Context: an optimization exercise on an open-source flow, tuned for small area, a short achievable clock period and few clock cycles. The choices shown serve that exercise and are no tape-out recipe. The RTL was checked by simulation tests, not by an equivalence proof against the original design. Power and IR drop assume default switching activity.

Design SimpleCPU, start of the top module:
module SimpleCPU(clk, rst, data_fromRAM, wrEn, addr_toRAM, data_toRAM);
==> module SimpleCPU, before the edit <==
module SimpleCPU(clk, rst, data_fromRAM, wrEn, addr_toRAM, data_toRAM);
input clk, rst;
input wire [31:0] data_fromRAM;
output reg wrEn;
output reg [9:0] addr_toRAM;
output reg [31:0] data_toRAM;    
localparam S_F0  = 4'd0,   
           S_F1  = 4'd1,   
           S_2   = 4'd2,   
           S_3   = 4'd3,   
           S_4   = 4'd4,   
           S_5   = 4'd5,   
           S_IT  = 4'd6,   
           S_J   = 4'd7,   
           S_BR  = 4'd8,   
           S_NFX = 4'd9,   
           S_NFL = 4'd10,  
           S_NFH = 4'd11;  
localparam OP_ADD = 4'd0, OP_ADDi = 4'd1, OP_NAND = 4'd2, OP_NANDi = 4'd3,
           OP_SRL = 4'd4, OP_SRLi = 4'd5, OP_LT = 4'd6, OP_LTi = 4'd7,
           OP_CP = 4'd8, OP_CPi = 4'd9, OP_CPI = 4'd10, OP_CPIi = 4'd11,
           OP_BZJ = 4'd12, OP_BZJi = 4'd13, OP_MUL = 4'd14, OP_MULi = 4'd15;
reg [3:0]  state;
reg        hz;           
reg [9:0]  pc;
reg [3:0]  op;
reg [9:0]  fa;           
reg [31:0] r2;           
reg [31:0] r3;           
reg        g32;          
reg        bz;           
reg        az;           
wire [31:0] d  = data_fromRAM;
wire [31:0] r1 = data_toRAM;
wire [9:0]  pc1 = pc + 10'd1;
wire st_f1  = state == S_F1;
wire st_2   = state == S_2;
wire st_3   = state == S_3;
wire st_4   = state == S_4;
wire st_5   = state == S_5;
wire st_it  = state == S_IT;
wire st_j   = state == S_J;
wire st_br  = state == S_BR;
wire st_nfx = state == S_NFX;
wire st_nfl = state == S_NFL;
wire st_nf  = state == S_NFX || state == S_NFL || state == S_NFH;
wire op_mul  = op[3:1] == 3'b111;
wire op_alu  = ~op[3];                  
wire op_imm  = op[0];
wire op_srl  = op[3:1] == 3'b010;
wire [32:0] sum;
add32 adder (.a(r1), .b(r2), .s(sum));
wire        lt   = sum[32];
wire        srl_last = g32 | (r2[4:1] == 4'd0);
wire        srl_nz   = ~g32 & (r2[4:0] != 5'd0);
wire r3hz = (r3[31:1] == 31'd0);
wire r2lz = (r2[30:0] == 31'd0);
wire r2z  = r2lz & ~r2[31];
wire mul_last = r3hz | r2lz;
wire jz   = st_j & az;
wire take = (st_f1 & ~hz) | (st_br & ~bz) | jz;
reg [3:0] state_n;
reg       nf;            
always @(*) begin
	nf = 1'b0;
	state_n = state;
	case (state)
	S_F0: state_n = S_F1;
	S_F1: state_n = hz ? S_F0 : S_2;
	S_2:  if (op == OP_CPi) begin nf = 1'b1; state_n = S_NFX; end    
	      else state_n = S_3;
	S_3:  case (op)
		OP_ADDi, OP_NANDi, OP_LTi: begin nf = 1'b1; state_n = S_NFX; end
		OP_SRLi: if (srl_last) begin nf = 1'b1; state_n = S_NFX; end
		         else state_n = S_IT;
		OP_MULi: state_n = S_IT;
		OP_BZJi: state_n = S_J;
		OP_CPIi, OP_CP: begin nf = 1'b1; state_n = S_NFL; end
		default: state_n = S_4;  
	      endcase
	S_4:  case (op)
		OP_SRL: state_n = S_IT;
		OP_MUL: if (r2z) begin nf = 1'b1; state_n = S_NFH; end
		        else state_n = S_IT;
		OP_CPI: state_n = S_5;
		OP_BZJ: state_n = S_BR;
		default: begin nf = 1'b1; state_n = S_NFX; end  
	      endcase
	S_5:  begin nf = 1'b1; state_n = S_NFL; end
	S_IT: if (op[3] ? mul_last : srl_last) begin nf = 1'b1; state_n = S_NFH; end
	S_J:  state_n = jz ? S_2 : S_F0;
	S_BR: state_n = bz ? S_F1 : S_2;
	S_NFX, S_NFL, S_NFH: state_n = S_F1;
	default: state_n = S_F0;
	endcase
end
wire nf_bzj = st_3 & (op == OP_BZJ);
wire pc_inc = nf | nf_bzj;
always @(posedge clk) begin
	if (rst) begin
		state <= S_F0;
		pc <= 10'd0;
		addr_toRAM <= 10'd0;
		wrEn <= 1'b0;
		hz <= 1'b0;
	end else begin
		state <= state_n;
		wrEn <= st_nf;
		hz <= st_nf & (fa == pc);
		if (pc_inc) pc <= pc1;
		else if (st_j | (st_br & bz)) pc <= sum[9:0];
		if (take) addr_toRAM <= d[23:14];
		else if (pc_inc) addr_toRAM <= pc1;
		else if (st_2) addr_toRAM <= r2[9:0];
		else if (st_4 & (op == OP_CPI)) addr_toRAM <= d[9:0];
		else if (st_4 | st_j) addr_toRAM <= sum[9:0];    
		else addr_toRAM <= fa;                            
	end
end
wire op_lt   = ~op[3] & op[2] & op[1];
wire sel_zero = (st_2 & (op_mul | op == OP_BZJ | op == OP_CPi)) | ((st_nfx | st_it) & op_srl & g32);
wire sel_nd   = st_3 & op_lt;
wire sel_d    = (st_3 & ((op_alu & ~op_lt) | op == OP_BZJi)) | st_nfl;
wire sel_sum  = (st_nfx & op[2:1] == 2'b00) | (st_it & op[3] & r3[0]);
wire sel_nand = st_nfx & op[2:1] == 2'b01;
wire sel_lt   = st_nfx & op[2:1] == 2'b11;
wire sel_shr  = (st_nfx | st_it) & op_srl & srl_nz;
wire r1_en = sel_zero | sel_nd | sel_d | sel_sum | sel_nand | sel_lt | sel_shr;
wire [31:0] r1_n = ({32{sel_d}} & d) |
                   ({32{sel_nd}} & ~d) | ({32{sel_sum}} & sum[31:0]) |
                   ({32{sel_nand}} & ~(r1 & r2)) | {31'd0, sel_lt & lt} |
                   ({32{sel_shr}} & {1'b0, r1[31:1]});
always @(posedge clk) begin
	if (take) begin
		op <= d[31:28];
		fa <= d[23:14];
	end else if (st_3 & (op == OP_CPIi))
		fa <= d[9:0];
	if (r1_en) data_toRAM <= r1_n;
	if (take)
		r2 <= {18'd0, d[13:0]};
	else if ((st_3 & (op_mul | op == OP_BZJ)) | (st_4 & op_alu))
		r2 <= d;
	else if (st_it & op[3])
		r2 <= {r2[30:0], 1'b0};
	else if (st_it & srl_nz)
		r2[4:0] <= r2[4:0] - 5'd1;
	if (take) g32 <= |d[13:5];
	else if (st_4) g32 <= |d[31:5];
	if (st_4) bz <= (d == 32'd0);
	if (st_3) az <= (d[9:0] == 10'd0);
	if (st_4) r3 <= d;
	else if (st_3) r3 <= {18'd0, r2[13:0]};
	else r3 <= {1'b0, r3[31:1]};
end
endmodule
clock: 11.0 ns
lec_check: 0
abc_area: 1
cap_margin: 20
core_margin: 2
core_utilization: 40
slew_margin: 20
standard.sh (not shown) runs the stock make flow with config.mk's settings and CLKGATE_MAP_FILE= SYNTH_SCRIPT=/design/flow/synth_recipe.tcl, a recipe that flattens the netlist after the stock synthesis.
==> flow/flow/run.sh <==
#!/bin/bash
# The standard layout, with plain buffers instead of delay cells on the ports,
# and timing repair aimed at a shorter period than the clock's.
set -euo pipefail
export BUFFER_PORTS_ARGS="-buffer_cell sky130_fd_sc_hd__buf_2"
export SETUP_SLACK_MARGIN=7.8
bash standard.sh > standard.log 2>&1
The baseline completed with no timing, DRC or antenna violations.
Testbench counts at the start, summed over its fixed seeds: cycles 252,232.
Next try:
--- a/flow/design.v
+++ b/flow/design.v
@@ -97,4 +97,12 @@
 wire nf_bzj = st_3 & (op == OP_BZJ);
 wire pc_inc = nf | nf_bzj;
+wire pc_jmp = ~pc_inc & (st_j | (st_br & bz));
+wire pc_keep = ~pc_inc & ~pc_jmp;
+wire a_a   = take;
+wire a_pc1 = ~take & pc_inc;
+wire a_b   = ~take & ~pc_inc & st_2;
+wire a_ind = ~take & ~pc_inc & st_4 & (op == OP_CPI);
+wire a_sum = ~take & ~pc_inc & ~(st_4 & (op == OP_CPI)) & (st_4 | st_j);
+wire a_fa  = ~(a_a | a_pc1 | a_b | a_ind | a_sum);
 always @(posedge clk) begin
 	if (rst) begin
@@ -108,12 +116,7 @@
 		wrEn <= st_nf;
 		hz <= st_nf & (fa == pc);
-		if (pc_inc) pc <= pc1;
-		else if (st_j | (st_br & bz)) pc <= sum[9:0];
-		if (take) addr_toRAM <= d[23:14];
-		else if (pc_inc) addr_toRAM <= pc1;
-		else if (st_2) addr_toRAM <= r2[9:0];
-		else if (st_4 & (op == OP_CPI)) addr_toRAM <= d[9:0];
-		else if (st_4 | st_j) addr_toRAM <= sum[9:0];    
-		else addr_toRAM <= fa;                            
+		pc <= ({10{pc_inc}} & pc1) | ({10{pc_jmp}} & sum[9:0]) | ({10{pc_keep}} & pc);
+		addr_toRAM <= ({10{a_a}} & d[23:14]) | ({10{a_pc1}} & pc1) | ({10{a_b}} & r2[9:0]) |
+		              ({10{a_ind}} & d[9:0]) | ({10{a_sum}} & sum[9:0]) | ({10{a_fa}} & fa);
 	end
 end
@@ -131,26 +134,25 @@
                    ({32{sel_nand}} & ~(r1 & r2)) | {31'd0, sel_lt & lt} |
                    ({32{sel_shr}} & {1'b0, r1[31:1]});
+wire s2_imm = take;
+wire s2_d   = (st_3 & (op_mul | op == OP_BZJ)) | (st_4 & op_alu);
+wire s2_shl = st_it & op[3];
+wire s2_dec = st_it & ~op[3] & srl_nz;
+wire s2_keep = ~(s2_imm | s2_d | s2_shl | s2_dec);
+wire [31:0] r2_n = ({32{s2_d}} & d) | ({32{s2_imm}} & {18'd0, d[13:0]}) |
+                   ({32{s2_shl}} & {r2[30:0], 1'b0}) |
+                   ({32{s2_dec}} & {r2[31:5], r2[4:0] - 5'd1}) |
+                   ({32{s2_keep}} & r2);
+wire fa_cpii = st_3 & (op == OP_CPIi);
+wire fa_keep = ~(take | fa_cpii);
 always @(posedge clk) begin
-	if (take) begin
-		op <= d[31:28];
-		fa <= d[23:14];
-	end else if (st_3 & (op == OP_CPIi))
-		fa <= d[9:0];
-	if (r1_en) data_toRAM <= r1_n;
-	if (take)
-		r2 <= {18'd0, d[13:0]};
-	else if ((st_3 & (op_mul | op == OP_BZJ)) | (st_4 & op_alu))
-		r2 <= d;
-	else if (st_it & op[3])
-		r2 <= {r2[30:0], 1'b0};
-	else if (st_it & srl_nz)
-		r2[4:0] <= r2[4:0] - 5'd1;
-	if (take) g32 <= |d[13:5];
-	else if (st_4) g32 <= |d[31:5];
-	if (st_4) bz <= (d == 32'd0);
-	if (st_3) az <= (d[9:0] == 10'd0);
-	if (st_4) r3 <= d;
-	else if (st_3) r3 <= {18'd0, r2[13:0]};
-	else r3 <= {1'b0, r3[31:1]};
+	op <= ({4{take}} & d[31:28]) | ({4{~take}} & op);
+	fa <= ({10{take}} & d[23:14]) | ({10{fa_cpii}} & d[9:0]) | ({10{fa_keep}} & fa);
+	data_toRAM <= r1_n | ({32{~r1_en}} & r1);
+	r2 <= r2_n;
+	g32 <= (take & |d[13:5]) | (st_4 & |d[31:5]) | (~take & ~st_4 & g32);
+	bz  <= (st_4 & (d == 32'd0)) | (~st_4 & bz);
+	az  <= (st_3 & (d[9:0] == 10'd0)) | (~st_3 & az);
+	r3 <= ({32{st_4}} & d) | ({32{st_3}} & {18'd0, r2[13:0]}) |
+	      ({32{~st_3 & ~st_4}} & {1'b0, r3[31:1]});
 end
 endmodule
Final cell count came out lower by about 6%.
Design area came out lower by about 7.5%.
Total power came out higher by 18%.
Synthesized cell count came out lower by about 3%.
Worst hold slack is worse by 0.0092 ns.
Testbench counts after the change, summed over its fixed seeds: cycles 252,232.

what the ideal ports hide:
The results above use ideal ports. As a check the final layouts listed here were re-extracted and re-timed, cells and wires unchanged. Step 1 assumes that a clkbuf_16 drives the clock port and a buf_2 every other input. Step 2, shift: input delay + t, output delay - t, t = (earliest + latest rising clock arrival at the registers) / 2. This alone moves slack from input paths to output paths. Three values: ideal, step 1, step 2; two values: the first two.
run	shift t [ns]	slack for setup (ns)	latest minus earliest clock arrival (ns)	cell pins on the clock port's net
the first run	0.478	7.776 / 7.725 / 7.482	0.014 / 0.014	1
the second run	0.473	7.807 / 7.759 / 7.502	0.009 / 0.010	1
After both steps setup and hold are still met in every run listed. The setup slack of the second run, which loses most, moves by -0.048 ns with the drivers and by -0.305 ns with both steps.
